Context: an optimization exercise on an open-source flow, tuned for small area, a short achievable clock period and few clock cycles. The choices shown serve that exercise and are no tape-out recipe.
Only simulation tests tie the RTL to the original design; equivalence was not proved.

== run A ==
==> flow/design.v <==
module mul7u(input [6:0] a, input [6:0] b, output [13:0] p);
    wire pp0_0 = a[0] & b[0];
    wire pp0_1 = a[0] & b[1];
    wire pp0_2 = a[0] & b[2];
    wire pp0_3 = a[0] & b[3];
    wire pp0_4 = a[0] & b[4];
    wire pp0_5 = a[0] & b[5];
    wire pp0_6 = a[0] & b[6];
    wire pp1_0 = a[1] & b[0];
    wire pp1_1 = a[1] & b[1];
    wire pp1_2 = a[1] & b[2];
    wire pp1_3 = a[1] & b[3];
    wire pp1_4 = a[1] & b[4];
    wire pp1_5 = a[1] & b[5];
    wire pp1_6 = a[1] & b[6];
    wire pp2_0 = a[2] & b[0];
    wire pp2_1 = a[2] & b[1];
    wire pp2_2 = a[2] & b[2];
    wire pp2_3 = a[2] & b[3];
    wire pp2_4 = a[2] & b[4];
    wire pp2_5 = a[2] & b[5];
    wire pp2_6 = a[2] & b[6];
    wire pp3_0 = a[3] & b[0];
    wire pp3_1 = a[3] & b[1];
    wire pp3_2 = a[3] & b[2];
    wire pp3_3 = a[3] & b[3];
    wire pp3_4 = a[3] & b[4];
    wire pp3_5 = a[3] & b[5];
    wire pp3_6 = a[3] & b[6];
    wire pp4_0 = a[4] & b[0];
    wire pp4_1 = a[4] & b[1];
    wire pp4_2 = a[4] & b[2];
    wire pp4_3 = a[4] & b[3];
    wire pp4_4 = a[4] & b[4];
    wire pp4_5 = a[4] & b[5];
    wire pp4_6 = a[4] & b[6];
    wire pp5_0 = a[5] & b[0];
    wire pp5_1 = a[5] & b[1];
    wire pp5_2 = a[5] & b[2];
    wire pp5_3 = a[5] & b[3];
    wire pp5_4 = a[5] & b[4];
    wire pp5_5 = a[5] & b[5];
    wire pp5_6 = a[5] & b[6];
    wire pp6_0 = a[6] & b[0];
    wire pp6_1 = a[6] & b[1];
    wire pp6_2 = a[6] & b[2];
    wire pp6_3 = a[6] & b[3];
    wire pp6_4 = a[6] & b[4];
    wire pp6_5 = a[6] & b[5];
    wire pp6_6 = a[6] & b[6];
    wire s1 = pp0_6 ^ pp1_5;
    wire c1 = pp0_6 & pp1_5;
    wire s2 = pp1_6 ^ pp2_5;
    wire c2 = pp1_6 & pp2_5;
    wire s3 = pp0_4 ^ pp1_3;
    wire c3 = pp0_4 & pp1_3;
    wire s4 = pp0_5 ^ pp1_4 ^ pp2_3;
    wire c4 = (pp0_5 & pp1_4) | (pp0_5 & pp2_3) | (pp1_4 & pp2_3);
    wire s5 = pp3_2 ^ pp4_1;
    wire c5 = pp3_2 & pp4_1;
    wire s6 = s1 ^ pp2_4 ^ pp3_3;
    wire c6 = (s1 & pp2_4) | (s1 & pp3_3) | (pp2_4 & pp3_3);
    wire s7 = pp4_2 ^ pp5_1 ^ pp6_0;
    wire c7 = (pp4_2 & pp5_1) | (pp4_2 & pp6_0) | (pp5_1 & pp6_0);
    wire s8 = c1 ^ s2 ^ pp3_4;
    wire c8 = (c1 & s2) | (c1 & pp3_4) | (s2 & pp3_4);
    wire s9 = pp4_3 ^ pp5_2 ^ pp6_1;
    wire c9 = (pp4_3 & pp5_2) | (pp4_3 & pp6_1) | (pp5_2 & pp6_1);
    wire s10 = c2 ^ pp2_6 ^ pp3_5;
    wire c10 = (c2 & pp2_6) | (c2 & pp3_5) | (pp2_6 & pp3_5);
    wire s11 = pp4_4 ^ pp5_3 ^ pp6_2;
    wire c11 = (pp4_4 & pp5_3) | (pp4_4 & pp6_2) | (pp5_3 & pp6_2);
    wire s12 = pp3_6 ^ pp4_5 ^ pp5_4;
    wire c12 = (pp3_6 & pp4_5) | (pp3_6 & pp5_4) | (pp4_5 & pp5_4);
    wire s13 = pp0_3 ^ pp1_2;
    wire c13 = pp0_3 & pp1_2;
    wire s14 = s3 ^ pp2_2 ^ pp3_1;
    wire c14 = (s3 & pp2_2) | (s3 & pp3_1) | (pp2_2 & pp3_1);
    wire s15 = c3 ^ s4 ^ s5;
    wire c15 = (c3 & s4) | (c3 & s5) | (s4 & s5);
    wire s16 = c4 ^ c5 ^ s6;
    wire c16 = (c4 & c5) | (c4 & s6) | (c5 & s6);
    wire s17 = c6 ^ c7 ^ s8;
    wire c17 = (c6 & c7) | (c6 & s8) | (c7 & s8);
    wire s18 = c8 ^ c9 ^ s10;
    wire c18 = (c8 & c9) | (c8 & s10) | (c9 & s10);
    wire s19 = c10 ^ c11 ^ s12;
    wire c19 = (c10 & c11) | (c10 & s12) | (c11 & s12);
    wire s20 = c12 ^ pp4_6 ^ pp5_5;
    wire c20 = (c12 & pp4_6) | (c12 & pp5_5) | (pp4_6 & pp5_5);
    wire s21 = pp0_2 ^ pp1_1;
    wire c21 = pp0_2 & pp1_1;
    wire s22 = s13 ^ pp2_1 ^ pp3_0;
    wire c22 = (s13 & pp2_1) | (s13 & pp3_0) | (pp2_1 & pp3_0);
    wire s23 = c13 ^ s14 ^ pp4_0;
    wire c23 = (c13 & s14) | (c13 & pp4_0) | (s14 & pp4_0);
    wire s24 = c14 ^ s15 ^ pp5_0;
    wire c24 = (c14 & s15) | (c14 & pp5_0) | (s15 & pp5_0);
    wire s25 = c15 ^ s16 ^ s7;
    wire c25 = (c15 & s16) | (c15 & s7) | (s16 & s7);
    wire s26 = c16 ^ s17 ^ s9;
    wire c26 = (c16 & s17) | (c16 & s9) | (s17 & s9);
    wire s27 = c17 ^ s18 ^ s11;
    wire c27 = (c17 & s18) | (c17 & s11) | (s18 & s11);
    wire s28 = c18 ^ s19 ^ pp6_3;
    wire c28 = (c18 & s19) | (c18 & pp6_3) | (s19 & pp6_3);
    wire s29 = c19 ^ s20 ^ pp6_4;
    wire c29 = (c19 & s20) | (c19 & pp6_4) | (s20 & pp6_4);
    wire s30 = c20 ^ pp5_6 ^ pp6_5;
    wire c30 = (c20 & pp5_6) | (c20 & pp6_5) | (pp5_6 & pp6_5);
    wire [13:0] r0 = {1'b0, c30, c29, c28, c27, c26, c25, c24, c23, c22, c21, s21, pp0_1, pp0_0};
    wire [13:0] r1 = {1'b0, pp6_6, s30, s29, s28, s27, s26, s25, s24, s23, s22, pp2_0, pp1_0, 1'b0};
    wire [13:0] g = r0 & r1;
    wire [13:0] t = r0 ^ r1;
    reg [13:0] G, P;
    integer i, l;
    always @* begin
        G = g;
        P = t;
        for (l = 0; l < 4; l = l + 1)
            for (i = 13; i >= 0; i = i - 1)
                if (i[l]) begin
                    G[i] = G[i] | (P[i] & G[((i >> l) << l) - 1]);
                    P[i] = P[i] & P[((i >> l) << l) - 1];
                end
    end
    assign p = t ^ {G[12:0], 1'b0};
endmodule
`timescale 1ns / 1ps
module BCD(input [14:0] in, output reg [19:0] bcd);
    function [3:0] add3(input [3:0] d);
        reg s;
        begin
            s = d[3] | (d[2] & (d[1] | d[0]));
            add3[3] = s;
            add3[2] = (d[3] & d[0]) | (d[2] & ~d[1] & ~d[0]);
            add3[1] = (d[1] & d[0]) | (d[1] & ~d[2] & ~d[3]) | (d[3] & ~d[0]);
            add3[0] = s ^ d[0];
        end
    endfunction
    integer i;
    always @* begin
        bcd = 20'b0;
        for (i = 13; i >= 0; i = i - 1) begin
            bcd[3:0]   = add3(bcd[3:0]);
            bcd[7:4]   = add3(bcd[7:4]);
            bcd[11:8]  = add3(bcd[11:8]);
            bcd[15:12] = add3(bcd[15:12]);
            bcd = {bcd[18:0], in[i]};
        end
        if (in[14])
            bcd = bcd | 20'h16384;
    end
endmodule
`timescale 1ns / 1ps
module spm_mul_bcd(
    input  wire        clk,
    input  wire        rst,
    input  wire        start,
    input  wire [7:0]  mc,
    input  wire [7:0]  mp,
    output reg  [15:0] product,
    output wire [19:0] bcd,
    output reg         done
);
    reg  [7:0] am, bm;
    reg        ba, bb;
    integer k;
    always @* begin
        ba = 1'b0;
        bb = 1'b0;
        for (k = 0; k < 7; k = k + 1) begin
            am[k] = mc[k] ^ (mc[7] & ba);
            bm[k] = mp[k] ^ (mp[7] & bb);
            ba = ba | mc[k];
            bb = bb | mp[k];
        end
        am[7] = mc[7] & ~ba;
        bm[7] = mp[7] & ~bb;
    end
    wire [13:0] p77;
    mul7u mult(.a(am[6:0]), .b(bm[6:0]), .p(p77));
    wire [14:0] mul = {1'b0, p77} | ({15{am[7]}} & {bm, 7'b0}) | ({15{bm[7]}} & {1'b0, am[6:0], 7'b0});
    wire neg = (mc[7] ^ mp[7]) & (mc[7] | ba) & (mp[7] | bb);
    reg [14:0] mag;
    reg        sgn;
    always @(posedge clk)
        if (start) begin
            mag <= mul;
            sgn <= neg;
        end
    always @(posedge clk or posedge rst)
        if (rst)
            done <= 1'b0;
        else if (start)
            done <= 1'b1;
    reg below;
    always @* begin
        below = 1'b0;
        for (k = 0; k < 15; k = k + 1) begin
            product[k] = mag[k] ^ (sgn & below);
            below = below | mag[k];
        end
        product[15] = sgn;
    end
    BCD binary_bcd(.in(mag), .bcd(bcd));
endmodule
==> flow/config.mk <==
export PLATFORM = sky130hd
export DESIGN_NAME = spm_mul_bcd
export DESIGN_NICKNAME = spm_mul_bcd
export VERILOG_FILES = /design/flow/design.v
export SDC_FILE = /design/flow/constraint.sdc
export NUM_CORES = 4
export LEC_CHECK = 0
export ABC_AREA = 1
export CAP_MARGIN = 20
export CORE_MARGIN = 2
export CORE_UTILIZATION = 70
export SLEW_MARGIN = 20
==> flow/constraint.sdc <==
create_clock -name core_clock -period 18.0 [get_ports {clk}]
set_input_delay 3.6000 -clock core_clock [delete_from_list [all_inputs] [get_ports {clk}]]
set_output_delay 3.6000 -clock core_clock [all_outputs]
set_load 0.01 [all_outputs]
standard.sh (not shown) runs the stock make flow with config.mk's settings and CLKGATE_MAP_FILE= SYNTH_SCRIPT=/design/flow/synth_recipe.tcl, a recipe that flattens the netlist after the stock synthesis.
==> flow/flow/run.sh <==
#!/bin/bash
# The standard layout with buf_1 port buffers and repair_timing aiming at
# a setup slack margin of 9.7 ns. standard.log holds the whole ORFS run.
export BUFFER_PORTS_ARGS="-buffer_cell sky130_fd_sc_hd__buf_1"
export SETUP_SLACK_MARGIN=9.7
bash standard.sh > standard.log 2>&1
Run A | status: complete | timing, DRC, antenna: pass
Testbench counts of run A, summed over its fixed seeds: cycles 3,200.
[inputs] run B vs run A
-- flow/flow/run.sh --
<<< run A, line 3
# a setup slack margin of 9.7 ns. standard.log holds the whole ORFS run.
>>> run B, line 3
# a setup slack margin of 0 ns. standard.log holds the whole ORFS run.
<<< run A, line 5
export SETUP_SLACK_MARGIN=9.7
>>> run B, line 5
Run B ended with every stage complete and zero timing, DRC or antenna violations. Relative to run A, run B improves final period demand of the worst path. Diff run A -> run B | sequential share of layout area | increase of 1.6 points. A category of the critical setup timing path of input port to register is what run B shows, while register to primary output belongs to run A.
The following lists how run C was set up differently from run B:
Settings: changing CORE_UTILIZATION from 70 to 40.
==> flow/flow/run.sh <==
#!/bin/bash
# Pass-through flow: the standard layout, with its output logged here.
bash standard.sh > standard.log 2>&1
Findings:
- Of the two candidates, run B has the better setup slack and run C the worse one.
- Run C reports a higher clock-buffer cell count than run B does.
- Against run B, wire length in run C came out better.
- Going from run B to run C, period utilization saw an increase, global routing met2 resource utilization fell 26 points.
Input-level comparison between run D and run C:
==> flow/run.sh (new file) <==
#!/bin/bash
# synth_recipe.tcl (not shown) runs the flow's synth.tcl, then flattens the netlist and writes it again
# the make line also repeats each setting of config.mk as NAME=value (left out here)
make -C /OpenROAD-flow-scripts/flow DESIGN_CONFIG=/design/flow/config.mk WORK_HOME=/design/flow/orfs CLKGATE_MAP_FILE= SYNTH_SCRIPT=/design/flow/synth_recipe.tcl finish
removed: flow/flow/run.sh
removed: flow/standard.sh
--- outcome ---
Re area growth from synthesis to layout: no difference whatsoever between run D and run C.
Run D -> run C: worst hold slack delta 0, exact match
Diff run C -> run D: overall via count from detail_route held steady, routed length on met3 comparable, overall global routing resource usage essentially unchanged.
Re post-route core utilization: no difference whatsoever between run C and run D.
Diff run C -> run D: total placed instance area level, residual antenna-violating net count after detailed routing did not really move.

Setup of v6:
RTL: the design.v shown in full above, as it stands there.
clock: 18.0 ns
lec_check: 0
abc_area: 1
cap_margin: 20
core_margin: 2
core_utilization: 40
slew_margin: 20
==> flow/flow/run.sh <==
#!/bin/bash
# The standard layout, except that the port buffers are buf_1 cells instead
# of the buffer buffer_ports picks by default. Each tool's output is logged
# in this folder (standard.log holds the whole ORFS make run).
export BUFFER_PORTS_ARGS="-buffer_cell sky130_fd_sc_hd__buf_1"
bash standard.sh > standard.log 2>&1
Testbench counts of v6, summed over its fixed seeds: cycles 3,200.
Inputs modified between v6 and v7:
==> flow/flow/run.sh <==
#!/bin/bash
# The standard layout, except that the port buffers are buf_2 cells instead
# of the buffer buffer_ports picks by default. Each tool's output is logged
# in this folder (standard.log holds the whole ORFS make run).
export BUFFER_PORTS_ARGS="-buffer_cell sky130_fd_sc_hd__buf_2"
bash standard.sh > standard.log 2>&1
## What came out
Delta (v7 minus v6): count of fill cells added during filler insertion ~0 delta, wire length moved down, global-route usage was more or less identical, sequential share of layout area decreased 0.17 points.
Arrival time of the worst setup path: v7 lower than v6
From v6 to v7 the numbers moved as follows: area added between synthesis and finish went up 1.6 points; initial detailed-routing violation count went down 22%.

## separate check: timing with driven ports
In the flow no input, the clock included, has a driving cell. The finished layouts below were timed again as built, in two steps.
Step 1 sets driving cells, clkbuf_16 on the clock port and buf_2 on the other inputs (assumed; they add their load-dependent delay and slew).
Step 2 adds t to the input delays and takes it off the output delays; t is the mean of the earliest and latest rising clock arrival at the registers after step 1. Input paths then give back, and output paths get back, about the clock's delay inside the block.
a / b / c = ideal / step 1 / step 2; a / b = the first two.
run	shift t [ns]	slack for setup (ns)	hold WS [ns]
run A	0.281	9.293 / 9.265 / 9.398	0.472 / 0.472 / 0.472
run B	0.281	9.601 / 9.606 / 9.325	0.472 / 0.472 / 0.472
run C	0.278	9.193 / 9.201 / 8.923	0.469 / 0.469 / 0.469
run D	0.278	9.193 / 9.201 / 8.923	0.469 / 0.469 / 0.469
v6	0.276	9.532 / 9.541 / 9.265	0.474 / 0.474 / 0.474
v7	0.274	9.623 / 9.630 / 9.356	0.461 / 0.461 / 0.461
After both steps every run listed still meets setup and hold. The setup slack of run B, which loses most, moves by +0.005 ns with the drivers and by -0.276 ns with both steps.
